Background: an optimization exercise with open tools, aiming at small area and a short achievable clock period. Do not read the settings as production practice.
Where RTL was checked, it was by simulation tests only, not by an equivalence proof against the original.
Only the layout flow was run in run 9; the RTL was not checked for function there.
No activity file was given, so power comes from the tool's default toggle rates.

==> flow/design.v (outline; a module is shown in full before it is edited, if it fits) <==
// module Decoder_2_to_4_Unit: 39 lines
// module Arithmetic_Unit: 51 lines
// module Div_Mag: 1246 lines
// module Mul_Booth: 979 lines
// module Logic_Unit: 46 lines
// module CMP_Unit: 57 lines
// module Shift_unit: 46 lines
// module ALU_Top: 68 lines
module ALU_Top #(parameter Data_In_Width = 16)
(
    input   wire            [Data_In_Width-1 : 0]    A ,
    input   wire            [Data_In_Width-1 : 0]    B ,
    input   wire                          [3 : 0]    ALU_FUN,
    input   wire                                     CLK,
    input   wire                                     RST,
    output  wire      [(2*Data_In_Width)-1 : 0]      Arith_OUT,
    output  wire                                     Arith_Flag,
    output  wire            [Data_In_Width-1 : 0]    Logic_OUT,
    output  wire                                     Logic_Flag,
    output  wire                          [1 : 0]    CMP_OUT,
    output  wire                                     CMP_Flag,
    output  wire            [Data_In_Width-1 : 0]    Shift_OUT,
    output  wire                                     Shift_Flag
);
  // ...
==> flow/flow/run.sh <==
#!/bin/bash
# The standard layout, with repair_timing aiming for 48 ns of setup slack
# (an optimisation target only: the clock and constraints are unchanged).
set -euo pipefail
bash standard.sh synth > synth.log 2>&1
bash standard.sh SETUP_SLACK_MARGIN=48 finish > layout.log 2>&1
==> flow/standard.sh <==
#!/bin/bash
# synth_recipe.tcl (not shown) runs the flow's synth.tcl, then flattens the netlist and writes it again
# the make line also repeats each setting of config.mk as NAME=value (left out here)
make -C /OpenROAD-flow-scripts/flow DESIGN_CONFIG=/design/flow/config.mk WORK_HOME=/design/flow/orfs CLKGATE_MAP_FILE= SYNTH_SCRIPT=/design/flow/synth_recipe.tcl "${@:-finish}"
==> flow/config.mk <==
export PLATFORM = sky130hd
export DESIGN_NAME = ALU_Top
export DESIGN_NICKNAME = ALU_Top
export VERILOG_FILES = /design/flow/design.v
export SDC_FILE = /design/flow/constraint.sdc
export NUM_CORES = 4
export LEC_CHECK = 0
export ABC_AREA = 1
export CAP_MARGIN = 20
export CORE_MARGIN = 2
export CORE_UTILIZATION = 40
export SLEW_MARGIN = 20
==> flow/constraint.sdc <==
create_clock -name core_clock -period 85.0 [get_ports {CLK}]
set_input_delay 17.0000 -clock core_clock [delete_from_list [all_inputs] [get_ports {CLK}]]
set_output_delay 17.0000 -clock core_clock [all_outputs]
set_load 0.01 [all_outputs]
==> impl_metrics.json, run 1 <==
{
  "critPathBufInv": 27,
  "tns_ps": 0,
  "startpoint_type": "input pin",
  "multiInputGateArea_mm2": 0.0150,
  "final_util": 0.482,
  "gr-usage-met1": 0.358,
  "hp-class": "input pin to asynchronous set/reset pin",
  "clock_buffers": 9,
  "cp_data_arrival_time_ps": 35830,
  "met3_usage": 0.0336,
  "antenna-diode-count": 0,
  "vias_per_cell": 5.59,
  "pwr-share-seq": 0.071,
  "grt_overflow": 0,
  "num_io_pins": 108,
  "worstSetupPathDepth": 178,
  "cts_sinks": 70,
  "synthMuxAreaShare": 0.00117,
  "status": "timing/DRC/antenna clean",
  "fin_crit_sh": 0.420,
  "power-top-group": "combinational logic",
  "postSynthAreaPerCell_um2": 6.75,
  "drt_wl_total_um": 69300,
  "coreArea_mm2": 0.0452,
  "hpwl_um": 50600,
  "synth_edf_count": 0,
  "met2_usage": 0.483,
  "met3_length_um": 5150,
  "holdWs_ps": 16860,
  "clockBufferDepth": 2,
  "pg_clk_uw": 36.5,
  "num-nonclk-inverters": 412,
  "final_common_cell": "nand2_1",
  "hold_violations": 0
}
==> run 2, diff against run 1 <==
==> flow/run.sh (new file) <==
#!/bin/bash
# synth_recipe.tcl (not shown) runs the flow's synth.tcl, then flattens the netlist and writes it again
# the make line also repeats each setting of config.mk as NAME=value (left out here)
make -C /OpenROAD-flow-scripts/flow DESIGN_CONFIG=/design/flow/config.mk WORK_HOME=/design/flow/orfs CLKGATE_MAP_FILE= SYNTH_SCRIPT=/design/flow/synth_recipe.tcl finish
removed: flow/flow/run.sh
removed: flow/standard.sh
==> run 2 against run 1 <==
- still clean on timing, DRC and antenna
- area after synthesis stayed put
- clock power hardly changed
- sequential power hardly changed
- worst setup slack worse by 2600 ps
- synthesized cell count stayed put
==> impl_metrics.json, run 2 <==
{
  "final-setup-viol-count": 0,
  "ir_drop_mv": 0.0523,
  "fp-row-count": 78,
  "grt_overflow": 0,
  "syn2layout_area_growth_pct": 10.2,
  "io_buffers": 107,
  "yosysUniqueCellTypes": 66,
  "mostFrequentLayoutCells": "nand2_1 (579), inv_1 (338), xor2_1 (272), nand3_1 (206), o22ai_1 (136)",
  "top_layer": "met4",
  "first_iter_violations": 1476,
  "fin_crit_ps": 38280,
  "cp_data_required_time_ps": 85200,
  "tns_ps": 0,
  "maxSlewViolCount": 0,
  "ys_top_cells_by_count": "nand2_1 (579), inv_1 (338), xor2_1 (275), nand3_1 (206)",
  "fin_area_mm2": 0.0201,
  "postSynthAreaPerCell_um2": 6.75,
  "largest_reg_flops": 32,
  "syn_area_mm2": 0.0182,
  "antenna-diode-count": 0,
  "antenna_found_initial": 0,
  "rsz0062_at_grt": "false",
  "synth_nets": 2969,
  "holdBufCountCts": 0,
  "fmax_ghz": 0.0261,
  "clk_pin_slew_ps": 60,
  "hpwl_um": 50600,
  "synth_edf_count": 0,
  "cp_data_arrival_time_ps": 38480,
  "startpoint_type": "input pin",
  "yosysMostFrequentCell": "nand2_1",
  "hp-class": "input pin to asynchronous set/reset pin",
  "drt_wl_total_um": 66500,
  "status": "timing/DRC/antenna clean",
  "top_regs": "ins_Arithmetic_Unit.arith_out x32, ins_Logic_unit.logic_out x16, ins_Shift_Unit.shift_out x16",
  "postSynthCellCount": 2704,
  "critPathCaptureType": "flop",
  "slowest_stage": "clkdlybuf4s50_1",
  "cts_resized": 0,
  "cts-root-buf": "clkbuf_16",
  "top_register": "ins_Arithmetic_Unit.arith_out",
  "grt_pass1_wl_um": 104000,
  "synthTopCellsByArea": "xor2_1 (13%), fa_1 (13%), nand2_1 (12%)",
  "vias_per_cell": 5.55,
  "clockBufferDepth": 2,
  "cts_tree": "built",
  "wl_met1_um": 26900,
  "async_reset_ff_frac": 1.00,
  "tightest_slew_ps": 1180,
  "slew_headroom": 0.190,
  "coreArea_mm2": 0.0452,
  "wl_met2_um": 32400,
  "postPlaceCellArea_mm2": 0.0198,
  "crit_path_frequent_cell": "nand3_2",
  "fillers": 4744,
  "post_cts_buffers": 0,
  "cp_max_fo": 20,
  "final_common_cell": "nand2_1",
  "met3_length_um": 4380,
  "synth.yosys.warnings": 5,
  "seq_area_frac_synth": 0.0960,
  "path_class": "input pin to flop",
  "gp_congestion": 0.961,
  "yosys.area.top_type": "xor2_1",
  "holdWs_ps": 16860,
  "track_usage": 0.282,
  "max_stage_delay_ps": 770,
  "final_net_count": 2999,
  "hold_violations": 0,
  "detail-route-antenna-nets": 0,
  "powerDensity_mw_per_mm2": 26.0,
  "htreeDepth": 3,
  "ys.flop_type": "dfrtp_1",
  "p_leak_uw": 0.0100,
  "pre_cts_ws_ps": 46680,
  "fin_crit_sh": 0.450,
  "cts_buffers": 9,
  "synth_top_area_share": 0.132,
  "drive_gt1_frac": 0.0993,
  "dr.pass1.iters": 6,
  "num_vias": 18525,
  "cts_sinks": 70,
  "dieArea_mm2": 0.0473,
  "ys_seq_elements": 70,
  "post-route-drc-count": 0,
  "grt_max_degree": 71,
  "wl_per_cell_um": 19.9,
  "die_h_um": 218,
  "max_cap_violations": 0,
  "num_io_pins": 108,
  "layout_setup_ws_ps": 46720,
  "die_w_um": 218,
  "initial_utilization": 0.404,
  "grt_pass1_vias": 18119
}
==> run 2: cell counts after synthesis <==
Identical to the previous run, type by type.
==> run 2: area by class of cell <==
| cell class | instances | area (um^2) | share of cell area |
|---|---|---|---|
| flip-flops and latches | 70 | 1750 | 0.0871 |
| multi-input cells | 2091 | 14400 | 0.714 |
| clock buffers | 9 | 225 | 0.0112 |
| clock inverters | 7 | 63.8 | 0.00317 |
| inverters | 410 | 1560 | 0.0777 |
| well taps | 600 | 751 | 0.0373 |
| repair buffers | 152 | 1400 | 0.0696 |
==> run 2: report_power, final <==
group | total [uW] | internal, uW | switching (uW)
clock network | 36.4 | 20.4 | 16.0
logic | 449 | 171 | 278
registers | 38.5 | 37.2 | 1.32
total | 524 | 228 | 295
==> run 2: stage by stage <==
step | util | std cells | total power, uW
after floorplan | - | 2704 | 302
after global routing | 0.445 | 3339 | 574
after CTS | 0.445 | 3338 | 536
after global placement | 0.438 | 3322 | 493
after detailed placement | 0.438 | 3322 | 497
final | 0.445 | 3339 | 524
==> run 2: kinds of logic (layout without fill, tap and decap cells) <==
family	Yosys count	in the layout	share of synthesized area
fa+ha+maj	227	227	0.204
mux	2	2	0.00117
buf+inv	543	578	0.120
xor+xnor	302	302	0.146
flops	70	70	0.0960
simple gates	1111	1111	0.290
compound gates	449	449	0.143
==> run 2: worst paths after layout <==
| path | start | endpoint | slack (ps) | cells after the start |
|---|---|---|---|---|
| min in group core_clock | B[15] | ins_Shift_Unit.shift_out[14] | 17280 | 3 |
| worst min-delay path | RST | ins_Logic_unit.logic_flag | 16860 | 2 |
| worst max-delay path | A[1] | ins_Arithmetic_Unit.arith_out[14] | 46720 | 200 |
| max in group asynchronous | RST | ins_Arithmetic_Unit.arith_flag | 67550 | 2 |
==> run 2: layer usage <==
metal  up-vias  track usage
li1       8788            -
met1      8802        0.359
met2       773        0.485
met3       162       0.0318
met4         0        0.115
met5         -            0
==> run 2: critical path, delay by kind of cell <==
family	cells	cell delay, ps
and+or+nand+nor	165	15670
buffers and inverters	26	3610
xor gates and xnor gates	5	1000
adders and majority gates	2	470
AOI/OAI and AO/OA	2	580
==> run 3, diff against run 2 <==
==> flow/flow/run.sh (new file) <==
#!/bin/bash
# The standard layout, except that the port buffers are buf_1 cells (ORFS
# otherwise picks clkdlybuf4s50_1 delay cells); every port is still buffered.
set -euo pipefail
bash standard.sh synth > synth.log 2>&1
bash standard.sh "BUFFER_PORTS_ARGS=-buffer_cell sky130_fd_sc_hd__buf_1" finish > layout.log 2>&1
==> flow/standard.sh (new file) <==
#!/bin/bash
# synth_recipe.tcl (not shown) runs the flow's synth.tcl, then flattens the netlist and writes it again
# the make line also repeats each setting of config.mk as NAME=value (left out here)
make -C /OpenROAD-flow-scripts/flow DESIGN_CONFIG=/design/flow/config.mk WORK_HOME=/design/flow/orfs CLKGATE_MAP_FILE= SYNTH_SCRIPT=/design/flow/synth_recipe.tcl "${@:-finish}"
removed: flow/run.sh
==> run 3 against run 2 <==
- still clean
- combinational power fell by 4%
- power shrank 2.9%
- worst setup slack worse by 260 ps
- area after synthesis unchanged
- synthesized cell count unchanged
- sequential power about the same
- core utilization shrank 1.5 points
- flip-flop and latch count did not move
- clock power rose by 5%
- count of clock-buffer cells in the layout stayed put
- first-iteration DRC count grew 9.6%
- critical path type unchanged
- highest routed layer unchanged
==> impl_metrics.json, run 3 <==
{
  "status": "timing/DRC/antenna clean",
  "clk_pin_slew_ps": 70,
  "top_regs": "ins_Arithmetic_Unit.arith_out x32, ins_Logic_unit.logic_out x16, ins_Shift_Unit.shift_out x16",
  "drt_wl_total_um": 65900,
  "dr.pass1.iters": 6,
  "rsz0062_at_grt": "false",
  "max_cap_violations": 0,
  "num_vias": 18618,
  "path_class": "input pin to flop",
  "critPathCaptureType": "flop",
  "post_cts_buffers": 0,
  "detail-route-antenna-nets": 0,
  "p_leak_uw": 0.00975,
  "post-route-drc-count": 0,
  "cp_data_arrival_time_ps": 38750,
  "cts_tree": "built",
  "fillers": 4753,
  "synth_edf_count": 0,
  "cts-root-buf": "clkbuf_16",
  "cp_top_family": "simple AND/OR/NAND/NOR gates",
  "dieArea_mm2": 0.0473,
  "synth_nets": 2969,
  "ys.flop_type": "dfrtp_1",
  "wl_per_cell_um": 19.8,
  "postSynthCellCount": 2704,
  "postPlaceCellArea_mm2": 0.0191,
  "fin_crit_ps": 38540,
  "powerDensity_mw_per_mm2": 26.1,
  "fin_crit_sh": 0.453,
  "fp-row-count": 78,
  "mostFrequentLayoutCells": "nand2_1 (579), inv_1 (338), xor2_1 (272), nand3_1 (206)",
  "clockBufferDepth": 2,
  "first_iter_violations": 1618,
  "syn2layout_area_growth_pct": 6.59,
  "ir_drop_mv": 0.0531,
  "die_w_um": 218,
  "grt_overflow": 0,
  "postSynthAreaPerCell_um2": 6.75,
  "seq_area_frac_synth": 0.0960,
  "fmax_ghz": 0.0259,
  "yosys.area.top_type": "xor2_1",
  "critPathBufInv": 28,
  "largest_reg_flops": 32,
  "cts_buffers": 9,
  "slowest_stage": "inv_1",
  "final_net_count": 2997,
  "antenna_found_initial": 0,
  "yosysUniqueCellTypes": 66,
  "grt_pass1_vias": 18377,
  "tightest_slew_ps": 1180,
  "die_h_um": 218,
  "track_usage": 0.277,
  "ys_seq_elements": 70,
  "cp_max_fo": 22,
  "grt_pass1_wl_um": 103000,
  "cts_resized": 0,
  "slew_headroom": 0.211,
  "final-setup-viol-count": 0,
  "ys_top_cells_by_count": "nand2_1 (579), inv_1 (338), xor2_1 (275), nand3_1 (206)",
  "hold_violations": 0,
  "tns_ps": 0,
  "synth.yosys.warnings": 5,
  "coreArea_mm2": 0.0452,
  "antenna-diode-count": 0,
  "holdBufCountCts": 0,
  "htreeDepth": 3,
  "final_common_cell": "nand2_1",
  "max_stage_delay_ps": 860,
  "top_register": "ins_Arithmetic_Unit.arith_out",
  "startpoint_type": "input pin",
  "num_io_pins": 108,
  "gp_congestion": 0.959,
  "hpwl_um": 50000,
  "hp-class": "input pin to asynchronous set/reset pin",
  "vias_per_cell": 5.58,
  "syn_area_mm2": 0.0182,
  "io_buffers": 107,
  "cp-startpoint": "B[11]",
  "synthTopCellsByArea": "xor2_1 (13%), fa_1 (13%), nand2_1 (12%)",
  "crit_path_frequent_cell": "nand3_2",
  "worstSetupPathDepth": 206,
  "fin_area_mm2": 0.0194,
  "initial_utilization": 0.404,
  "synth_top_area_share": 0.132,
  "drive_gt1_frac": 0.0994,
  "cts_sinks": 70,
  "async_reset_ff_frac": 1.00,
  "cp_data_required_time_ps": 85210,
  "maxSlewViolCount": 0,
  "grt_max_degree": 71,
  "yosysMostFrequentCell": "nand2_1"
}
-- run 3: cell types whose count changed in the layout (fill, tap and decap cells not counted), moves of 2 or more --
cell,change
clkdlybuf4s50_1,-105
buf_1,+103
clkinvlp_4,-2
clkbuf_2,+3
buf_4,-3
-- run 3: cell type report --
type                       count  area (um^2)  share of cell area
clock buffer                   9          225              0.0116
clock inverter                 7         76.3             0.00392
inverter                     410         1560              0.0803
multi-input combinational   2091        14300               0.738
sequential                    70         1750              0.0901
tap                          600          751              0.0386
timing repair buffer         150          737              0.0379
-- run 3: power breakdown --
part,total (uW),internal [uW],leakage (uW),switching (uW)
Clock,38.2,20.9,0.000149,17.3
Sequential,38.6,37.2,0.000941,1.42
Combinational,432,162,0.00866,270
-- run 3: cell families (layout without fill, tap and decap cells) --
logic type,count (synthesis),count (layout),share of synthesized area
simple gates,1111,1111,0.290
buf+inv,543,576,0.120
compound gates,449,449,0.143
xor+xnor,302,302,0.146
fa+ha+maj,227,227,0.204
flops,70,70,0.0960
mux,2,2,0.00117
-- run 3: layer usage --
layer | routed length, um | GRT usage
met2 | 31400 | 0.470
met5 | 0 | 0
met3 | 4290 | 0.0329
met1 | 26800 | 0.347
met4 | 3400 | 0.138
-- run 3: path summary, 6_finish.rpt --
check,to
worst max-delay path,ins_Arithmetic_Unit.arith_out[14]
worst min-delay path,ins_Logic_unit.logic_out[0]
max in group asynchronous,ins_Arithmetic_Unit.arith_out[11]
min in group core_clock,ins_Shift_Unit.shift_out[15]
-- run 3: metrics by stage --
step	std cells	hold WS [ps]	setup slack (ps)	util	total power [uW]
after floorplan	2704	16700	50640	-	302
after global placement	3320	17240	46640	0.423	470
after detailed placement	3320	17260	46030	0.423	476
after CTS	3336	16890	46280	0.430	516
after global routing	3337	16950	43980	0.430	554
final	3337	16860	46460	0.430	509
==> run 4, diff against run 3 <==
--- a/flow/config.mk
+++ b/flow/config.mk
@@ -10,3 +10,5 @@
 export CORE_MARGIN = 2
 export CORE_UTILIZATION = 40
+export CTS_BUF_LIST = sky130_fd_sc_hd__clkbuf_8
+export CTS_CLUSTER_SIZE = 25
 export SLEW_MARGIN = 20
==> run 4 against run 3 <==
- count of clock-buffer cells in the layout did not move
- critical path depth unchanged
- sequential share of layout area hardly changed
- sequential power hardly changed
- die area did not move
- cell area is 0.52% lower
- area after synthesis stayed put
- largest cell class unchanged
==> impl_metrics.json, run 4 <==
{
  "synthMuxAreaShare": 0.00117,
  "cts_tree": "built",
  "final_common_cell": "nand2_1",
  "io_buffers": 107,
  "p_leak_uw": 0.00971,
  "final_net_count": 2997,
  "top_register": "ins_Arithmetic_Unit.arith_out",
  "top_regs": "ins_Arithmetic_Unit.arith_out x32, ins_Logic_unit.logic_out x16, ins_Shift_Unit.shift_out x16",
  "layout_setup_ws_ps": 46460,
  "fin_area_mm2": 0.0193,
  "synth_top_family_by_area": "simple AND/OR/NAND/NOR gates",
  "max_cap_violations": 0,
  "powerDensity_mw_per_mm2": 25.7,
  "post-route-drc-count": 0,
  "power.share.combinational": 0.867,
  "holdWs_ps": 16820,
  "cp_data_arrival_time_ps": 38770,
  "dieArea_mm2": 0.0473,
  "async_reset_ff_frac": 1.00,
  "pwr-share-seq": 0.077,
  "postSynthAreaPerCell_um2": 6.75,
  "track_usage": 0.277,
  "clk_pin_slew_ps": 100,
  "swShare": 0.577,
  "synth-compound-area-share": 0.143,
  "rsz0062_at_grt": "false",
  "hold_violations": 0,
  "grt_overflow": 0,
  "clock_power_share": 0.056,
  "ys_top_cells_by_count": "nand2_1 (579), inv_1 (338), xor2_1 (275), nand3_1 (206)",
  "antenna_found_initial": 0,
  "p_int_uw": 211,
  "tns_ps": 0,
  "antenna-diode-count": 0,
  "synth_nets": 2969,
  "yosys.area_share.adder": 0.204,
  "fin_crit_ps": 38540,
  "pre_cts_ws_ps": 46030,
  "postPlaceCellArea_mm2": 0.0191,
  "cts_sinks": 70,
  "wl_met1_um": 26900,
  "ys.flop_type": "dfrtp_1",
  "cts_resized": 0,
  "hpwl_um": 50000,
  "fp-row-count": 78,
  "initial_utilization": 0.404,
  "first_iter_violations": 1659,
  "wl_per_cell_um": 19.8,
  "postSynthCellCount": 2704,
  "synth-simple-area-share": 0.290,
  "grt_pass1_vias": 18406,
  "switching_power_uw": 288,
  "path_class": "input pin to flop",
  "tightest_slew_ps": 1170,
  "cts-root-buf": "clkbuf_8",
  "yosysMostFrequentCell": "nand2_1",
  "synth_edf_count": 0,
  "crit_path_frequent_cell": "nand3_2",
  "cp-startpoint": "B[11]",
  "post_cts_buffers": 0,
  "die_h_um": 218,
  "grt_pass1_wl_um": 103000,
  "max_stage_delay_ps": 850,
  "final-setup-viol-count": 0,
  "dr.pass1.iters": 6,
  "syn2layout_area_growth_pct": 6.03,
  "status": "timing/DRC/antenna clean",
  "holdBufCountCts": 0,
  "grt_max_degree": 71,
  "vias_per_cell": 5.60,
  "maxSlewViolCount": 0,
  "synth_xor_area_frac": 0.146,
  "fin_crit_sh": 0.453,
  "coreArea_mm2": 0.0452,
  "hp-class": "input pin to asynchronous set/reset pin",
  "cp_data_required_time_ps": 85230,
  "htreeDepth": 3,
  "mostFrequentLayoutCells": "nand2_1 (579), inv_1 (338), xor2_1 (272), nand3_1 (206)",
  "wl_met2_um": 31300,
  "slew_headroom": 0.219,
  "met3_length_um": 4210,
  "slowest_stage": "inv_1",
  "synth_top_area_share": 0.132,
  "clockBufferDepth": 2,
  "yosys.area.top_type": "xor2_1",
  "ys_seq_elements": 70,
  "largest_reg_flops": 32,
  "gp_congestion": 0.959,
  "syn_area_mm2": 0.0182,
  "startpoint_type": "input pin",
  "ir_drop_mv": 0.0531,
  "fmax_ghz": 0.0259,
  "cts_buffers": 9,
  "seq_area_frac_synth": 0.0960,
  "yosysUniqueCellTypes": 66,
  "die_w_um": 218,
  "drt_wl_total_um": 66000,
  "cp_max_fo": 22,
  "drive_gt1_frac": 0.0994,
  "synthTopCellsByArea": "xor2_1 (13%), fa_1 (13%), nand2_1 (12%)",
  "num_io_pins": 108,
  "synth.yosys.warnings": 5,
  "num_vias": 18674,
  "critPathCaptureType": "flop",
  "top_layer": "met4",
  "p_total_uw": 498,
  "detail-route-antenna-nets": 0
}
-- run 4: cell counts after synthesis --
No cell type changed its count.
-- run 4: power by group through the flow --
stage / logic [uW] / clock network (uW) / registers (uW)
floorplan: 261 / 0 / 41.0
global placement: 431 / 0 / 39.2
detailed placement: 437 / 0 / 39.2
CTS: 439 / 28.4 / 38.6
global route: 475 / 29.8 / 38.8
finish: 432 / 27.7 / 38.6
-- run 4: per-layer routing --
| layer | global-route usage | up-vias |
|---|---|---|
| li1 | - | 8786 |
| met1 | 0.347 | 8941 |
| met2 | 0.468 | 760 |
| met3 | 0.0335 | 187 |
| met4 | 0.144 | 0 |
| met5 | 0 | - |
-- run 4: worst max-delay path, delay by kind of cell --
kind	cells	cell delay, ps
buf+inv	27	3700
xor+xnor	4	760
compound gates	1	370
fa+ha+maj	2	510
simple gates	172	16310
-- run 4: worst paths after layout --
| path | endpoint | cells past startpoint | slack (ps) |
|---|---|---|---|
| setup / recovery | ins_Arithmetic_Unit.arith_out[14] | 206 | 46460 |
| min in group core_clock | ins_Shift_Unit.shift_out[15] | 3 | 16940 |
| max in group asynchronous | ins_Arithmetic_Unit.arith_out[9] | 2 | 67600 |
| hold / removal | ins_Logic_unit.logic_out[0] | 2 | 16820 |
-- run 4: area by class of cell --
class                           instances  area (um^2)
Fill cell                            4768        25800
Multi-Input combinational cell       2091        14300
Sequential cell                        70         1750
Inverter                              410         1560
Tap cell                              600          751
Timing Repair Buffer                  150          737
Clock buffer                            9          124
Clock inverter                          7         76.3
-- run 4: cell families (layout without fill, tap and decap cells) --
| group | count (synthesis) | count (layout) |
|---|---|---|
| AO/OA/AOI/OAI | 449 | 449 |
| flip-flops | 70 | 70 |
| buffers and inverters | 543 | 576 |
| XOR/XNOR | 302 | 302 |
| AND/OR/NAND/NOR | 1111 | 1111 |
| multiplexers | 2 | 2 |
| adder cells (fa/ha/maj) | 227 | 227 |
-- run 4: metrics by stage --
stage,cells,utilization
2_1_floorplan,2704,-
3_3_place_gp,3320,0.423
3_5_place_dp,3320,0.423
4_1_cts,3336,0.428
5_1_grt,3337,0.428
6_report,3337,0.428
==> run 5, diff against run 4 <==
==> flow/flow/run.sh (replaced) <==
#!/bin/bash
# The standard layout, repair_timing aiming for 46 ns of setup slack, with power recovery after global routing: gates on
# paths with positive slack are downsized (an optimisation step only: the
# clock and constraints are unchanged).
set -euo pipefail
bash standard.sh synth > synth.log 2>&1
bash standard.sh SETUP_SLACK_MARGIN=46 RECOVER_POWER=100 finish > layout.log 2>&1
--- a/flow/config.mk
+++ b/flow/config.mk
@@ -10,5 +10,3 @@
 export CORE_MARGIN = 2
 export CORE_UTILIZATION = 40
-export CTS_BUF_LIST = sky130_fd_sc_hd__clkbuf_8
-export CTS_CLUSTER_SIZE = 25
 export SLEW_MARGIN = 20
==> run 5 against run 4 <==
- synthesized cell count is the same
- critical endpoint is now ins_Arithmetic_Unit.arith_out[22]
- combinational power rose by 4%
- area after synthesis stayed put
- now fails the layout checks on capacitance limit, slew limit
==> impl_metrics.json, run 5 <==
{
  "p_leak_uw": 0.0103,
  "yosys.area.top_type": "xor2_1",
  "synth_top_area_share": 0.132,
  "fp-row-count": 78,
  "critPathCaptureType": "flop",
  "drt_wl_total_um": 66800,
  "hold_violations": 0,
  "clockBufferDepth": 2,
  "post-route-drc-count": 0,
  "synthTopCellsByArea": "xor2_1 (13%), fa_1 (13%), nand2_1 (12%)",
  "tns_ps": 0,
  "final_common_cell": "nand2_1",
  "seq_area_frac_synth": 0.0960,
  "top_register": "ins_Arithmetic_Unit.arith_out",
  "rsz0062_at_grt": "false",
  "syn_area_mm2": 0.0182,
  "ys_seq_elements": 70,
  "fin_crit_sh": 0.506,
  "ys_top_cells_by_count": "nand2_1 (579), inv_1 (338), xor2_1 (275), nand3_1 (206)",
  "final_net_count": 3016,
  "fmax_ghz": 0.0232,
  "cts-root-buf": "clkbuf_16",
  "num_vias": 18590,
  "dr.pass1.iters": 6,
  "final_cells": 3356,
  "post-place-cells": 3322,
  "async_reset_ff_frac": 1.00,
  "cts_tree": "built",
  "cp_data_required_time_ps": 85220,
  "grt_overflow": 0,
  "ys.flop_type": "dfrtp_1",
  "dieArea_mm2": 0.0473,
  "mostFrequentLayoutCells": "nand2_1 (584), inv_1 (338), xor2_1 (269), nand3_1 (212), nor2_1 (137)",
  "powerDensity_mw_per_mm2": 25.8,
  "violations": "capacitance limit, slew limit",
  "cts_sinks": 70,
  "postSynthCellCount": 2704,
  "wl_per_cell_um": 19.9,
  "startpoint_type": "input pin",
  "antenna_found_initial": 0,
  "num_io_pins": 108,
  "final-setup-viol-count": 0,
  "track_usage": 0.282,
  "max_cap_violations": 3,
  "path_class": "input pin to flop",
  "yosysUniqueCellTypes": 66,
  "drive_gt1_frac": 0.0994,
  "coreArea_mm2": 0.0452,
  "io_buffers": 107,
  "hpwl_um": 50600,
  "first_iter_violations": 1644,
  "largest_reg_flops": 32,
  "die_h_um": 218,
  "clk_pin_slew_ps": 70,
  "vias_per_cell": 5.54,
  "crit_path_frequent_cell": "nand3_2",
  "postSynthAreaPerCell_um2": 6.75,
  "cp_max_fo": 25,
  "cts_buffers": 9,
  "htreeDepth": 3,
  "slew_headroom": -1.49,
  "grt_pass1_vias": 18119,
  "die_w_um": 218,
  "synth_nets": 2969,
  "grt_pass1_wl_um": 104000,
  "slowest_stage": "clkbuf_1",
  "maxSlewViolCount": 139,
  "cp_data_arrival_time_ps": 43270,
  "syn2layout_area_growth_pct": 11.1,
  "hp-class": "input pin to flop",
  "ir_drop_mv": 0.0524,
  "antenna-diode-count": 0,
  "tightest_slew_ps": 3730,
  "synth.yosys.warnings": 5,
  "initial_utilization": 0.404,
  "yosysMostFrequentCell": "nand2_1",
  "synth_edf_count": 0,
  "gp_congestion": 0.961,
  "fin_crit_ps": 43050,
  "grt_max_degree": 71,
  "detail-route-antenna-nets": 0,
  "status": "failed layout checks",
  "max_stage_delay_ps": 1410,
  "top_regs": "ins_Arithmetic_Unit.arith_out x32, ins_Logic_unit.logic_out x16, ins_Shift_Unit.shift_out x16"
}
## run 5: worst max-delay path: cells and delay by family
| kind | cells | cell delay [ps] |
|---|---|---|
| adders and majority gates | 2 | 660 |
| and+or+nand+nor | 160 | 16280 |
| xor gates and xnor gates | 6 | 1200 |
| AOI/OAI and AO/OA | 4 | 760 |
| buffers and inverters | 29 | 7270 |
## run 5: where the power goes
group / internal [uW] / switching [uW] / total [uW]
logic: 170 / 278 / 448
registers: 37.2 / 1.13 / 38.3
clock network: 20.4 / 16.1 / 36.5
## run 5: cells by family after synthesis
family,count (synthesis),share of synthesized area
AOI/OAI and AO/OA,449,0.143
xor gates and xnor gates,302,0.146
adders and majority gates,227,0.204
buffers and inverters,543,0.120
DFF,70,0.0960
muxes,2,0.00117
and+or+nand+nor,1111,0.290
## run 5: cell type report
cell class,count,area [um^2]
Clock buffer,9,225
Clock inverter,7,63.8
Fill cell,4745,24900
Inverter,410,1600
Multi-Input combinational cell,2093,14300
Sequential cell,70,1750
Tap cell,600,751
Timing Repair Buffer,167,1550
## run 5: worst paths after layout
| path | start | slack [ps] | cells past startpoint | endpoint |
|---|---|---|---|---|
| min in group asynchronous | RST | 18030 | 2 | ins_Logic_unit.logic_flag |
| min | B[14] | 17230 | 3 | ins_Shift_Unit.shift_out[15] |
| max in group asynchronous | RST | 64860 | 2 | ins_Arithmetic_Unit.arith_flag |
| max | B[1] | 41950 | 201 | ins_Arithmetic_Unit.arith_out[22] |
## run 5: metal layers
layer / GRT usage / share of wire
met5: 0 / 0
met4: 0.115 / 0.046
met3: 0.0318 / 0.066
met2: 0.485 / 0.48
met1: 0.359 / 0.40
## run 5: repair_timing
action                                  4_1_cts  5_1_grt
gates resized for setup                       0       70
hold buffers                                  0        0
endpoints found under the setup margin        0       32
buffers inserted                              0       15
## run 5: per-stage QoR
| stage | utilization | power (uW) | hold WS, ps | worst slack [ps] | area, um^2 |
|---|---|---|---|---|---|
| 4_1_cts | 0.445 | 536 | 16880 | 46940 | 20100 |
| 3_5_place_dp | 0.438 | 497 | 17250 | 46680 | 19800 |
| 3_3_place_gp | 0.438 | 493 | 17240 | 47080 | 19800 |
| 6_report | 0.448 | 523 | 17230 | 41950 | 20300 |
| 2_1_floorplan | - | 302 | 16700 | 50640 | 18200 |
| 5_1_grt | 0.448 | 573 | 17220 | 39020 | 20300 |
==> run 6, diff against run 5 <==
==> flow/flow/run.sh (replaced) <==
#!/bin/bash
# The standard layout, except that the port buffers are buf_1 cells (ORFS
# otherwise picks clkdlybuf4s50_1 delay cells; every port is still buffered),
# and repair_timing aims for 47 ns of setup slack (an optimisation target
# only: the clock and constraints are unchanged).
set -euo pipefail
bash standard.sh synth > synth.log 2>&1
bash standard.sh "BUFFER_PORTS_ARGS=-buffer_cell sky130_fd_sc_hd__buf_1" SETUP_SLACK_MARGIN=47 finish > layout.log 2>&1
==> run 6 against run 5 <==
- now clean on timing, DRC and antenna
- final cell count rose by 1.6%
- combinational power barely moved
- sequential share of layout area fell by 0.14 points
- largest cell class unchanged
- largest power group unchanged
- flip-flop and latch count did not move
- critical endpoint is now ins_Arithmetic_Unit.arith_out[8]
- global-route usage fell by 0.52 points
- cell area rose by 1.7%
==> impl_metrics.json, run 6 <==
{
  "final_common_cell": "nand2_1",
  "hpwl_um": 50000,
  "slew_headroom": 0.247,
  "synth.yosys.warnings": 5,
  "coreArea_mm2": 0.0452,
  "htreeDepth": 3,
  "grt_overflow": 0,
  "postSynthAreaPerCell_um2": 6.75,
  "path_class": "input pin to flop",
  "cp_data_required_time_ps": 85220,
  "grt_max_degree": 71,
  "max_stage_delay_ps": 350,
  "num_vias": 19120,
  "pre_cts_ws_ps": 46030,
  "tightest_slew_ps": 1100,
  "fp-row-count": 78,
  "cts_sinks": 70,
  "detail-route-antenna-nets": 0,
  "postSynthCellCount": 2704,
  "yosysMostFrequentCell": "nand2_1",
  "final_net_count": 3071,
  "maxSlewViolCount": 0,
  "clk_pin_slew_ps": 70,
  "multiInputGateArea_mm2": 0.0146,
  "rsz0062_at_grt": "false",
  "ir_drop_mv": 0.0530,
  "antenna-diode-count": 0,
  "seq_area_frac_synth": 0.0960,
  "status": "timing/DRC/antenna clean",
  "die_h_um": 218,
  "ys.flop_type": "dfrtp_1",
  "gp_congestion": 0.959,
  "powerDensity_mw_per_mm2": 25.3,
  "syn2layout_area_growth_pct": 12.9,
  "largest_reg_flops": 32,
  "wl_per_cell_um": 19.9,
  "antenna_found_initial": 0,
  "p_leak_uw": 0.0102,
  "track_usage": 0.277,
  "ys_seq_elements": 70,
  "top_regs": "ins_Arithmetic_Unit.arith_out x32, ins_Logic_unit.logic_out x16, ins_Shift_Unit.shift_out x16",
  "fin_crit_ps": 36020,
  "max_cap_violations": 0,
  "cts-root-buf": "clkbuf_16",
  "top_register": "ins_Arithmetic_Unit.arith_out",
  "drive_gt1_frac": 0.143,
  "io_buffers": 107,
  "tns_ps": 0,
  "cts_tree": "built",
  "yosys.area.top_type": "xor2_1",
  "slowest_stage": "a221oi_2",
  "cts_buffers": 9,
  "vias_per_cell": 5.61,
  "syn_area_mm2": 0.0182,
  "layout_setup_ws_ps": 48980,
  "cp_data_arrival_time_ps": 36230,
  "synthTopCellsByArea": "xor2_1 (13%), fa_1 (13%), nand2_1 (12%)",
  "drt_wl_total_um": 67800,
  "clockBufferDepth": 2,
  "fmax_ghz": 0.0278,
  "fillers": 4678,
  "final-setup-viol-count": 0,
  "die_w_um": 218,
  "fin_crit_sh": 0.424,
  "num_io_pins": 108,
  "register_area_mm2": 0.00175,
  "grt_pass1_wl_um": 103000,
  "async_reset_ff_frac": 1.00,
  "grt_pass1_vias": 18383,
  "dieArea_mm2": 0.0473,
  "crit_path_frequent_cell": "nand3_2",
  "cp-startpoint": "B[3]",
  "cp_max_fo": 16,
  "synth_top_area_share": 0.132,
  "hp-class": "input pin to asynchronous set/reset pin",
  "startpoint_type": "input pin",
  "first_iter_violations": 1679,
  "synth_edf_count": 0,
  "initial_utilization": 0.404,
  "ys_top_cells_by_count": "nand2_1 (579), inv_1 (338), xor2_1 (275), nand3_1 (206)",
  "holdBufCountCts": 0,
  "synth_nets": 2969,
  "hold_violations": 0,
  "post-route-drc-count": 0,
  "mostFrequentLayoutCells": "nand2_1 (570), inv_1 (329), xor2_1 (268), nand3_1 (200), o22ai_1 (136)",
  "critPathCaptureType": "flop",
  "dr.pass1.iters": 7,
  "yosysUniqueCellTypes": 66
}
-- run 6: cell counts after synthesis --
Identical to the previous run, type by type.
-- run 6: worst max path at each step --
stage / to / slack [ps] / cells after the start
floorplan: ins_Arithmetic_Unit.arith_out[21] / 50640 / 203
global placement: ins_Arithmetic_Unit.arith_out[14] / 46640 / 204
detailed placement: ins_Arithmetic_Unit.arith_out[14] / 46030 / 205
CTS: ins_Arithmetic_Unit.arith_out[14] / 47040 / 202
global route: ins_Arithmetic_Unit.arith_out[19] / 46810 / 212
finish: ins_Arithmetic_Unit.arith_out[8] / 48980 / 203
-- run 6: what timing repair did --
item	CTS	global route
resized for setup	4	185
cloned	1	6
setup endpoints to repair	23	32
pin swaps	0	14
buffers inserted	0	68
-- run 6: worst max-delay path: cells and delay by family --
family / cells / cell delay, ps
xor gates and xnor gates: 5 / 850
AOI/OAI and AO/OA: 1 / 350
adders and majority gates: 2 / 420
buffers and inverters: 32 / 2900
and+or+nand+nor: 163 / 14700
-- run 6: power by group --
| part | internal, uW | switching [uW] | total [uW] |
|---|---|---|---|
| combinational | 168 | 277 | 445 |
| sequential | 37.2 | 1.45 | 38.6 |
| clock | 20.9 | 17.4 | 38.3 |
| total | 226 | 296 | 522 |
-- run 6: stage by stage --
| step | instances | hold WS (ps) | power [uW] | utilization | area, um^2 |
|---|---|---|---|---|---|
| 2_1_floorplan | 2704 | 16700 | 302 | - | 18200 |
| 3_3_place_gp | 3320 | 17240 | 470 | 0.423 | 19100 |
| 3_5_place_dp | 3320 | 17260 | 476 | 0.423 | 19100 |
| 4_1_cts | 3337 | 16890 | 517 | 0.430 | 19400 |
| 5_1_grt | 3411 | 16950 | 566 | 0.456 | 20600 |
| 6_report | 3411 | 16860 | 522 | 0.456 | 20600 |
-- run 6: cell families (layout without fill, tap and decap cells) --
| logic type | Yosys count | in the layout | share of synthesized area |
|---|---|---|---|
| simple gates | 1111 | 1113 | 0.290 |
| buf+inv | 543 | 648 | 0.120 |
| xor+xnor | 302 | 302 | 0.146 |
| fa+ha+maj | 227 | 227 | 0.204 |
| flops | 70 | 70 | 0.0960 |
| mux | 2 | 2 | 0.00117 |
| compound gates | 449 | 449 | 0.143 |
-- run 6: final cells by class --
type / instances / area share
clock buffer: 9 / 0.0109
clock inverter: 7 / 0.00370
inverter: 410 / 0.0844
multi-input combinational: 2093 / 0.710
sequential: 70 / 0.0850
tap: 600 / 0.0364
timing repair buffer: 220 / 0.0687
timing repair inverter: 2 / 0.000668
-- run 6: layer usage --
metal  wire [um]  GRT usage  vias to the layer above
met5           0          0                        -
met4        3880      0.137                        0
met3        4690     0.0329                      215
met2       31900      0.471                      846
met1       27300      0.346                     9123
li1            -          -                     8936
==> run 7, diff against run 6 <==
--- a/flow/config.mk
+++ b/flow/config.mk
@@ -10,3 +10,5 @@
 export CORE_MARGIN = 2
 export CORE_UTILIZATION = 40
+export CTS_BUF_LIST = sky130_fd_sc_hd__clkbuf_8
+export CTS_CLUSTER_SIZE = 25
 export SLEW_MARGIN = 20
==> run 7 against run 6 <==
- cell area shrank 0.54%
- maximum frequency about the same
- power fell by 1.6%
- core utilization shrank 0.25 points
- critical path depth down 1
- non-clock buffer count unchanged
- die area did not move
- synthesized cell count unchanged
- sequential power hardly changed
- critical path type unchanged
==> impl_metrics.json, run 7 <==
{
  "status": "timing/DRC/antenna clean",
  "fillers": 4680,
  "die_w_um": 218,
  "gp_congestion": 0.959,
  "top_register": "ins_Arithmetic_Unit.arith_out",
  "dieArea_mm2": 0.0473,
  "ys.flop_type": "dfrtp_1",
  "slowest_stage": "clkbuf_8",
  "first_iter_violations": 1671,
  "fin_crit_ps": 36050,
  "slew_headroom": 0.258,
  "yosysMostFrequentCell": "nand2_1",
  "wl_met1_um": 27100,
  "syn_area_mm2": 0.0182,
  "hpwl_um": 50000,
  "tightest_slew_ps": 1090,
  "synth_top_family_by_area": "simple AND/OR/NAND/NOR gates",
  "mostFrequentLayoutCells": "nand2_1 (570), inv_1 (329), xor2_1 (268), nand3_1 (200), o22ai_1 (136)",
  "critPathCaptureType": "flop",
  "antenna_found_initial": 0,
  "seq_area_frac_synth": 0.0960,
  "postSynthCellCount": 2704,
  "vias_per_cell": 5.60,
  "synth-compound-area-share": 0.143,
  "largest_reg_flops": 32,
  "antenna-diode-count": 0,
  "coreArea_mm2": 0.0452,
  "drive_gt1_frac": 0.143,
  "rsz0062_at_grt": "false",
  "pre_cts_ws_ps": 46030,
  "cts_tree": "built",
  "wl_per_cell_um": 19.9,
  "synth_xor_area_frac": 0.146,
  "synth.yosys.warnings": 5,
  "ys_seq_elements": 70,
  "postSynthAreaPerCell_um2": 6.75,
  "cp_data_required_time_ps": 85220,
  "fin_crit_sh": 0.424,
  "track_usage": 0.277,
  "syn2layout_area_growth_pct": 12.3,
  "hold_violations": 0,
  "synthMuxAreaShare": 0.00117,
  "grt_pass1_vias": 18424,
  "wl_met2_um": 32000,
  "ys_top_cells_by_count": "nand2_1 (579), inv_1 (338), xor2_1 (275), nand3_1 (206)",
  "p_leak_uw": 0.0102,
  "yosys.area_share.adder": 0.204,
  "dr.pass1.iters": 6,
  "initial_utilization": 0.404,
  "powerDensity_mw_per_mm2": 25.0,
  "max_cap_violations": 0,
  "clk_pin_slew_ps": 90,
  "cp_data_arrival_time_ps": 36270,
  "cp_top_family": "simple AND/OR/NAND/NOR gates",
  "cp_max_fo": 25,
  "worstSetupPathDepth": 202,
  "grt_pass1_wl_um": 103000,
  "num_vias": 19110,
  "synth_nets": 2969,
  "num_io_pins": 108,
  "final_common_cell": "nand2_1",
  "htreeDepth": 3,
  "fmax_ghz": 0.0277,
  "final_net_count": 3071,
  "grt_max_degree": 71,
  "clockBufferDepth": 2,
  "max_stage_delay_ps": 320,
  "yosys.area.top_type": "xor2_1",
  "synth_top_area_share": 0.132,
  "top_layer": "met4",
  "cts_sinks": 70,
  "maxSlewViolCount": 0,
  "p_total_uw": 513,
  "cts-root-buf": "clkbuf_8",
  "multiInputGateArea_mm2": 0.0146,
  "hp-class": "input pin to asynchronous set/reset pin",
  "holdBufCountCts": 0,
  "async_reset_ff_frac": 1.00,
  "synth_edf_count": 0,
  "final-setup-viol-count": 0,
  "post-route-drc-count": 0,
  "fp-row-count": 78,
  "drt_wl_total_um": 67800,
  "synth-simple-area-share": 0.290,
  "cts_buffers": 9,
  "met3_length_um": 4760,
  "crit_path_frequent_cell": "nand3_2",
  "top_regs": "ins_Arithmetic_Unit.arith_out x32, ins_Logic_unit.logic_out x16, ins_Shift_Unit.shift_out x16",
  "register_area_mm2": 0.00175,
  "grt_overflow": 0,
  "tns_ps": 0,
  "synthTopCellsByArea": "xor2_1 (13%), fa_1 (13%), nand2_1 (12%)",
  "startpoint_type": "input pin",
  "path_class": "input pin to flop",
  "detail-route-antenna-nets": 0,
  "yosysUniqueCellTypes": 66,
  "critPathBufInv": 31,
  "die_h_um": 218,
  "layout_setup_ws_ps": 48950,
  "ir_drop_mv": 0.0544,
  "io_buffers": 107
}
==> run 7: changes by cell type in the layout (fill, tap and decap cells not counted), sizes merged <==
cell	delta
clkinvlp	+1
clkbuf	+1
clkinv	-1
buf	-1
==> run 7: power breakdown <==
part           internal, uW  switching, uW
Combinational           169            278
Clock                  11.7           16.1
Sequential             37.1           1.45
Total                   217            296
==> run 7: through the flow <==
step           area (um^2)  hold WS [ps]   util  cells
2_1_floorplan        18200         16700      -   2704
3_3_place_gp         19100         17240  0.423   3320
3_5_place_dp         19100         17260  0.423   3320
4_1_cts              19300         16850  0.428   3337
5_1_grt              20500         16910  0.454   3411
6_report             20500         16830  0.454   3411
==> run 7: area by class of cell <==
class | count | area share
multi-input combinational | 2093 | 0.715
tap | 600 | 0.0366
clock inverter | 7 | 0.00372
clock buffer | 9 | 0.00604
timing repair buffer | 220 | 0.0690
inverter | 410 | 0.0839
sequential | 70 | 0.0855
timing repair inverter | 2 | 0.000672
==> run 7: repair_timing <==
action | in CTS | in global routing
gates cloned | 1 | 6
buffers inserted | 0 | 68
resized for setup | 3 | 177
pin swaps | 0 | 14
endpoints found under the setup margin | 22 | 32
==> run 7: routing by layer <==
metal / GRT usage / up-vias
li1: - / 8930
met1: 0.345 / 9115
met2: 0.469 / 860
met3: 0.0335 / 205
met4: 0.144 / 0
met5: 0 / -
==> run 7: final timing paths <==
| kind | startpoint | slack (ps) | end |
|---|---|---|---|
| setup / recovery | B[1] | 48950 | ins_Arithmetic_Unit.arith_out[26] |
| hold / removal | RST | 16830 | ins_Logic_unit.logic_out[0] |
| min in group core_clock | ALU_FUN[2] | 16940 | ins_Shift_Unit.shift_out[15] |
| max in group asynchronous | RST | 67590 | ins_Arithmetic_Unit.arith_out[9] |
==> run 7: cells by family after synthesis <==
group | count (synthesis)
buffers and inverters | 543
xor gates and xnor gates | 302
adders and majority gates | 227
AOI/OAI and AO/OA | 449
and+or+nand+nor | 1111
DFF | 70
muxes | 2
==> run 8, diff against run 7 <==
==> flow/flow/run.sh (replaced) <==
#!/bin/bash
# The standard layout, except that the port buffers are buf_1 cells (ORFS
# otherwise picks clkdlybuf4s50_1 delay cells; every port is still buffered),
# and repair_timing aims for 50 ns of setup slack (an optimisation target
# only: the clock and constraints are unchanged).
set -euo pipefail
bash standard.sh synth > synth.log 2>&1
bash standard.sh "BUFFER_PORTS_ARGS=-buffer_cell sky130_fd_sc_hd__buf_1" SETUP_SLACK_MARGIN=50 finish > layout.log 2>&1
==> run 8 against run 7 <==
- still clean
- count of clock-buffer cells in the layout unchanged
- maximum frequency up 1.9%
- critical path depth down 19
- power up 11%
- flip-flop and latch count unchanged
- critical endpoint unchanged
- highest routed layer unchanged
==> impl_metrics.json, run 8 <==
{
  "hp-class": "input pin to asynchronous set/reset pin",
  "tns_ps": 0,
  "grt_pass1_wl_um": 108000,
  "clockBufferDepth": 2,
  "seq_area_frac_synth": 0.0960,
  "grt_max_degree": 71,
  "coreArea_mm2": 0.0452,
  "die_h_um": 218,
  "status": "timing/DRC/antenna clean",
  "synth-compound-area-share": 0.143,
  "synth_edf_count": 0,
  "p_int_uw": 246,
  "final-setup-viol-count": 0,
  "track_usage": 0.293,
  "top_regs": "ins_Arithmetic_Unit.arith_out x32, ins_Logic_unit.logic_out x16, ins_Shift_Unit.shift_out x16",
  "final_net_count": 3194,
  "synth_xor_area_frac": 0.146,
  "cts_tree": "built",
  "dieArea_mm2": 0.0473,
  "layout_setup_ws_ps": 49620,
  "slowest_stage": "nor3_1",
  "grt_pass1_vias": 19011,
  "io_buffers": 107,
  "synthTopCellsByArea": "xor2_1 (13%), fa_1 (13%), nand2_1 (12%)",
  "antenna_found_initial": 0,
  "ys_top_cells_by_count": "nand2_1 (579), inv_1 (338), xor2_1 (275), nand3_1 (206)",
  "fin_crit_sh": 0.416,
  "hold_violations": 0,
  "synth_nets": 2969,
  "async_reset_ff_frac": 1.00,
  "num_io_pins": 108,
  "fin_crit_ps": 35380,
  "startpoint_type": "input pin",
  "num_vias": 20049,
  "synth.yosys.warnings": 5,
  "post-route-drc-count": 0,
  "ys.flop_type": "dfrtp_1",
  "powerDensity_mw_per_mm2": 24.7,
  "cts-root-buf": "clkbuf_8",
  "pwr-share-seq": 0.068,
  "yosys.area_share.adder": 0.204,
  "swShare": 0.569,
  "critPathCaptureType": "flop",
  "max_stage_delay_ps": 350,
  "antenna-diode-count": 0,
  "cts_sinks": 70,
  "grt_overflow": 0,
  "clock_power_share": 0.048,
  "top_register": "ins_Arithmetic_Unit.arith_out",
  "syn_area_mm2": 0.0182,
  "yosys.area.top_type": "xor2_1",
  "mostFrequentLayoutCells": "nand2_1 (496), inv_1 (311), xor2_1 (254), buf_4 (205), nand3_1 (147)",
  "synth_top_family_by_area": "simple AND/OR/NAND/NOR gates",
  "clk_pin_slew_ps": 100,
  "switching_power_uw": 325,
  "hpwl_um": 50000,
  "cp_data_arrival_time_ps": 35590,
  "first_iter_violations": 1790,
  "vias_per_cell": 5.67,
  "max_cap_violations": 0,
  "yosysMostFrequentCell": "nand2_1",
  "htreeDepth": 3,
  "die_w_um": 218,
  "holdBufCountCts": 0,
  "gp_congestion": 0.959,
  "slew_headroom": 0.256,
  "drive_gt1_frac": 0.258,
  "rsz0062_at_grt": "true",
  "postSynthAreaPerCell_um2": 6.75,
  "synthMuxAreaShare": 0.00117,
  "fmax_ghz": 0.0283,
  "wl_per_cell_um": 20.6,
  "detail-route-antenna-nets": 0,
  "p_leak_uw": 0.0112,
  "fp-row-count": 78,
  "crit_path_frequent_cell": "nand3_2",
  "pre_cts_ws_ps": 46030,
  "tightest_slew_ps": 1110,
  "ys_seq_elements": 70,
  "yosysUniqueCellTypes": 66,
  "largest_reg_flops": 32,
  "p_total_uw": 571,
  "drt_wl_total_um": 72800,
  "path_class": "input pin to flop",
  "synth-simple-area-share": 0.290,
  "maxSlewViolCount": 0,
  "synth_top_area_share": 0.132,
  "cts_buffers": 9,
  "cp_data_required_time_ps": 85210,
  "postSynthCellCount": 2704,
  "syn2layout_area_growth_pct": 26.6,
  "cp_max_fo": 8,
  "dr.pass1.iters": 7,
  "power.share.combinational": 0.884,
  "ir_drop_mv": 0.0713,
  "final_common_cell": "nand2_1",
  "initial_utilization": 0.404
}
## run 8: worst paths after layout
check	from	endpoint	slack, ps	depth (start not counted)
setup / recovery	B[13]	ins_Arithmetic_Unit.arith_out[26]	49620	183
hold / removal	RST	ins_Arithmetic_Unit.arith_out[26]	16830	2
max in group asynchronous	RST	ins_Arithmetic_Unit.arith_out[9]	67590	2
min in group core_clock	ALU_FUN[2]	ins_Shift_Unit.shift_out[15]	16950	3
## run 8: power by group through the flow
stage | combinational (uW) | clock [uW] | sequential (uW)
finish | 505 | 27.7 | 38.6
global route | 547 | 29.7 | 38.8
CTS | 454 | 28.4 | 38.6
detailed placement | 437 | 0 | 39.2
global placement | 431 | 0 | 39.2
floorplan | 261 | 0 | 41.0
## run 8: final cells by class
type                       instances  area, um^2
timing repair buffer             343        2590
clock inverter                     7        76.3
multi-input combinational       2093       16000
inverter                         410        1830
timing repair inverter             2        13.8
fill                            4388       22100
sequential                        70        1750
clock buffer                       9         124
tap                              600         751
## run 8: cell families (layout without fill, tap and decap cells)
family	count (synthesis)	after routing
muxes	2	2
buffers and inverters	543	771
DFF	70	70
xor gates and xnor gates	302	302
and+or+nand+nor	1111	1113
AOI/OAI and AO/OA	449	449
adders and majority gates	227	227
## run 8: critical path, delay by kind of cell
kind / cells / cell delay (ps)
and+or+nand+nor: 138 / 13040
xor gates and xnor gates: 8 / 1670
buffers and inverters: 31 / 2900
adders and majority gates: 1 / 130
AOI/OAI and AO/OA: 5 / 740
## run 8: metrics by stage
stage                util  instance area, um^2  instances  hold slack, ps
global placement    0.423                19100       3320           17240
floorplan               -                18200       2704           16700
global route        0.511                23100       3534           16910
CTS                 0.461                20800       3428           16850
finish              0.511                23100       3534           16830
detailed placement  0.423                19100       3320           17260
## run 8: repair_timing
action / 4_1_cts / 5_1_grt
gates resized for setup: 192 / 342
endpoints found under the setup margin: 32 / 32
setup buffers: 84 / 104
pin swaps: 30 / 155
gates cloned: 8 / 2
## run 8: layer usage
layer	up-vias	track usage	wire length, um
met3	271	0.0326	5500
met1	9647	0.368	28000
met4	0	0.164	4820
met5	-	0	0
met2	955	0.491	34500
li1	9176	-	-
==> module Arithmetic_Unit, before the edit <==
module Arithmetic_Unit #(parameter Data_In_Width = 16)
(
    input   wire    signed  [Data_In_Width-1 : 0]    A_in ,
    input   wire    signed  [Data_In_Width-1 : 0]    B_in ,
    input   wire                          [3 : 0]    alu_fun,
    input   wire                                     CLK_in,
    input   wire                                     RST_in,
    input   wire                                     arith_En,
    output  reg         [(2*Data_In_Width)-1 : 0]    arith_out,
    output  reg                                      arith_flag
);
localparam N = Data_In_Width;
wire            sub = alu_fun[0];
wire [N : 0]    addsub = {A_in[N-1], A_in} + ({B_in[N-1], B_in} ^ {(N+1){sub}}) + {{N{1'b0}}, sub};
wire [2*N-1 : 0] prod;
Mul_Booth ins_mul (.a (A_in), .b (B_in), .p (prod));
wire [N-1 : 0]  quot;
Div_Mag ins_div (
    .a ((A_in[N-1]) ? (~A_in + 1'b1) : A_in),
    .b (B_in),
    .q (quot)
);
wire            b_nz = |B_in;
wire            q_neg = A_in[N-1] ^ B_in[N-1];
wire [N : 0]    quot_s = q_neg ? (~{1'b0, quot} + 1'b1) : {1'b0, quot};
reg [2*N-1 : 0] arith_out_comb;
always @ (*)
    begin
        if (arith_En)
            case (alu_fun[1:0])
                2'b00, 2'b01 : arith_out_comb = {{(N-1){addsub[N]}}, addsub};
                2'b10        : arith_out_comb = prod;
                2'b11        : arith_out_comb = b_nz ? {{(N-1){quot_s[N]}}, quot_s} : {(2*N){1'b0}};
            endcase
        else
            arith_out_comb = {(2*N){1'b0}};
    end
always @ (posedge CLK_in or negedge RST_in)
    begin
        if (!RST_in)
            begin
               arith_out  <= {(2*N){1'b0}};
               arith_flag <= 1'b0;
            end
        else
            begin
                arith_out  <= arith_out_comb;
                arith_flag <= arith_En;
            end
    end
endmodule
==> run 9, diff against run 8 <==
--- a/flow/design.v
+++ b/flow/design.v
@@ -55,12 +55,18 @@
 Mul_Booth ins_mul (.a (A_in), .b (B_in), .p (prod));
 wire [N-1 : 0]  quot;
+wire [N-1 : 0]  a_mag;
 Div_Mag ins_div (
-    .a ((A_in[N-1]) ? (~A_in + 1'b1) : A_in),
+    .a (a_mag),
     .b (B_in),
     .q (quot)
 );
+assign          a_mag = (A_in[N-1]) ? (~A_in + 1'b1) : A_in;
 wire            b_nz = |B_in;
 wire            q_neg = A_in[N-1] ^ B_in[N-1];
-wire [N : 0]    quot_s = q_neg ? (~{1'b0, quot} + 1'b1) : {1'b0, quot};
+wire [N-1 : 0]  b_x = B_in ^ {N{~B_in[N-1]}};
+wire [N : 0]    mag_cmp = {1'b0, a_mag} + {1'b0, b_x} + {{N{1'b0}}, ~B_in[N-1]};
+wire            q_sx = q_neg & mag_cmp[N];
+wire [N-1 : 0]  quot_n = ~quot + 1'b1;
+wire [N : 0]    quot_s = {q_sx, (q_neg ? quot_n : quot)};
 reg [2*N-1 : 0] arith_out_comb;
 always @ (*)
==> flow/flow/run.sh (replaced) <==
#!/bin/bash
# The standard layout, except that the port buffers are buf_1 cells (ORFS
# otherwise picks clkdlybuf4s50_1 delay cells; every port is still buffered),
# and repair_timing aims for 47 ns of setup slack (an optimisation target
# only: the clock and constraints are unchanged).
set -euo pipefail
bash standard.sh synth > synth.log 2>&1
bash standard.sh "BUFFER_PORTS_ARGS=-buffer_cell sky130_fd_sc_hd__buf_1" SETUP_SLACK_MARGIN=47 finish > layout.log 2>&1
==> run 9 against run 8 <==
- synthesized cell count is 3.2% higher
- non-clock buffer count fell by 179
- via count down 4.8%
- routed wire length shrank 7.5%
- worst hold slack better by 10 ps
- die area increased by 1.8%
- sequential share of layout area up 1.2 points
- power down 3.7%
- largest power group unchanged
==> impl_metrics.json, run 9 <==
{
  "status": "timing/DRC/antenna clean",
  "hpwl_um": 50000,
  "final_net_count": 3115,
  "die_h_um": 219,
  "p_leak_uw": 0.0102,
  "fillers": 4794,
  "holdWs_ps": 16840,
  "mostFrequentLayoutCells": "nand2_1 (562), inv_1 (394), xor2_1 (247), nor2_1 (186), nand3_1 (150)",
  "slew_headroom": 0.287,
  "startpoint_type": "input pin",
  "max_stage_delay_ps": 530,
  "syn_area_mm2": 0.0186,
  "clk_pin_slew_ps": 100,
  "max_cap_violations": 0,
  "rsz0062_at_grt": "false",
  "cp_max_fo": 19,
  "yosys.area.top_type": "fa_1",
  "die_w_um": 219,
  "clockBufferDepth": 2,
  "antenna_found_initial": 0,
  "pre_cts_ws_ps": 47950,
  "grt_overflow": 0,
  "initial_utilization": 0.408,
  "num_io_pins": 108,
  "maxSlewViolCount": 0,
  "crit_path_frequent_cell": "nand3_2",
  "cts_buffers": 9,
  "cts-root-buf": "clkbuf_8",
  "drive_gt1_frac": 0.104,
  "critPathCaptureType": "flop",
  "vias_per_cell": 5.55,
  "path_class": "input pin to flop",
  "ys_seq_elements": 70,
  "seq_area_frac_synth": 0.0943,
  "synth.yosys.warnings": 5,
  "fin_crit_sh": 0.423,
  "wl_per_cell_um": 19.6,
  "first_iter_violations": 1713,
  "top_regs": "ins_Arithmetic_Unit.arith_out x32, ins_Logic_unit.logic_out x16, ins_Shift_Unit.shift_out x16",
  "yosysMostFrequentCell": "nand2_1",
  "yosysUniqueCellTypes": 65,
  "largest_reg_flops": 32,
  "ys.flop_type": "dfrtp_1",
  "hold_violations": 0,
  "synth_edf_count": 0,
  "dieArea_mm2": 0.0482,
  "tightest_slew_ps": 1070,
  "fin_crit_ps": 35950,
  "grt_pass1_wl_um": 104000,
  "postSynthCellCount": 2791,
  "synthTopCellsByArea": "fa_1 (13%), xor2_1 (12%), nand2_1 (11%)",
  "hp-class": "input pin to asynchronous set/reset pin",
  "synth_nets": 3070,
  "syn2layout_area_growth_pct": 7.91,
  "fmax_ghz": 0.0278,
  "gp_congestion": 0.960,
  "tns_ps": 0,
  "layout_setup_ws_ps": 49050,
  "slowest_stage": "buf_1",
  "grt_max_degree": 71,
  "ir_drop_mv": 0.115,
  "post-route-drc-count": 0,
  "coreArea_mm2": 0.0456,
  "powerDensity_mw_per_mm2": 27.4,
  "async_reset_ff_frac": 1.00,
  "cp_data_arrival_time_ps": 36210,
  "cts_sinks": 70,
  "ys_top_cells_by_count": "nand2_1 (563), inv_1 (396), xor2_1 (254), nor2_1 (187), nand3_1 (150)",
  "fp-row-count": 78,
  "dr.pass1.iters": 6,
  "detail-route-antenna-nets": 0,
  "num_vias": 19092,
  "postSynthAreaPerCell_um2": 6.65,
  "final-setup-viol-count": 0,
  "final_common_cell": "nand2_1",
  "io_buffers": 107,
  "cp_data_required_time_ps": 85260,
  "cts_tree": "built",
  "htreeDepth": 3,
  "final_util": 0.440,
  "grt_pass1_vias": 18862,
  "antenna-diode-count": 0,
  "track_usage": 0.279,
  "drt_wl_total_um": 67300,
  "top_register": "ins_Arithmetic_Unit.arith_out",
  "synth_top_area_share": 0.126
}
[run 9: cell families (layout without fill, tap and decap cells)]
kind of cell / count (synthesis) / count (layout) / synth area share
XOR/XNOR: 265 / 265 / 0.127
AND/OR/NAND/NOR: 1124 / 1124 / 0.289
flip-flops: 70 / 70 / 0.0943
adder cells (fa/ha/maj): 241 / 241 / 0.210
multiplexers: 2 / 2 / 0.00115
buffers and inverters: 603 / 653 / 0.128
AO/OA/AOI/OAI: 486 / 486 / 0.151
[run 9: stage by stage]
stage          area, um^2  total power, uW  std cells
2_1_floorplan       18600              326       2791
6_report            20000              550       3441
5_1_grt             20000              599       3441
3_5_place_dp        19600              513       3419
3_3_place_gp        19600              508       3418
4_1_cts             19800              551       3435
[run 9: critical path: cells and delay by family]
family | cells | cell delay [ps]
buf+inv | 22 | 2680
compound gates | 11 | 2100
simple gates | 152 | 13810
fa+ha+maj | 1 | 200
xor+xnor | 2 | 370
[run 9: path summary, 6_finish.rpt]
kind	startpoint	end	cells past startpoint
worst max-delay path	A[2]	ins_Arithmetic_Unit.arith_out[14]	188
worst min-delay path	RST	ins_Logic_unit.logic_out[9]	2
max in group asynchronous	RST	ins_Arithmetic_Unit.arith_out[13]	2
min in group core_clock	ALU_FUN[2]	ins_Shift_Unit.shift_out[15]	3
[run 9: timing repair]
item | CTS | global route
setup buffers | 0 | 6
gates resized for setup | 0 | 59
setup endpoints to repair | 0 | 8
hold buffers | 0 | 0
[run 9: metal layers]
metal  GRT usage  up-vias  wire length [um]
met3      0.0455      206              4900
met4       0.129        0              3340
met2       0.480      789             31900
li1            -     9077                 -
met1       0.340     9020             27200
met5           0        -                 0
[run 9: area by class of cell]
cell class,instances,area [um^2],area share
well taps,600,751,0.0375
inverters,473,1840,0.0920
clock buffers,9,124,0.00618
multi-input cells,2118,14600,0.726
flip-flops and latches,70,1750,0.0874
clock inverters,7,130,0.00649
repair buffers,164,885,0.0441
[run 9: power breakdown]
group	leakage [uW]	switching [uW]	internal, uW	total, uW
combinational	0.00910	299	177	476
clock	0.000127	15.1	20.0	35.1
sequential	0.000941	1.50	37.2	38.7

==> afterwards: timing with drivers on the ports <==
In the flow no input, the clock included, has a driving cell. The finished layouts below were timed again as built, in two steps. Step 1 (the two cells are an assumption about what drives the block):
set clk [get_ports {CLK}]
set_driving_cell -lib_cell sky130_fd_sc_hd__clkbuf_16 $clk
set_driving_cell -lib_cell sky130_fd_sc_hd__buf_2 [delete_from_list [all_inputs] $clk]
Step 2, shift: input delay + t, output delay - t, t = (earliest + latest rising clock arrival at the registers) / 2. This alone moves slack from input paths to output paths. a / b / c = ideal / step 1 / step 2; a / b = the first two.
| run | t, ns | slack for setup (ns) | worst slew at a driven data input, ns |
|---|---|---|---|
| run 1 | 0.389 | 49.286 / 49.309 / 48.920 | 0.06 |
| run 2 | 0.387 | 46.719 / 46.743 / 46.356 | 0.06 |
| run 3 | 0.373 | 46.462 / 46.478 / 46.105 | 0.03 |
| run 4 | 0.398 | 46.460 / 46.473 / 46.075 | 0.03 |
| run 5 | 0.389 | 41.949 / 41.955 / 41.566 | 0.06 |
| run 6 | 0.378 | 48.985 / 48.997 / 48.619 | 0.05 |
| run 7 | 0.397 | 48.952 / 48.967 / 48.570 | 0.05 |
| run 8 | 0.389 | 49.620 / 49.607 / 49.218 | 0.07 |
| run 9 | 0.390 | 49.054 / 49.022 / 48.632 | 0.07 |
The setup slack of run 9, which loses most, moves by -0.032 ns with the drivers and by -0.422 ns with both steps.
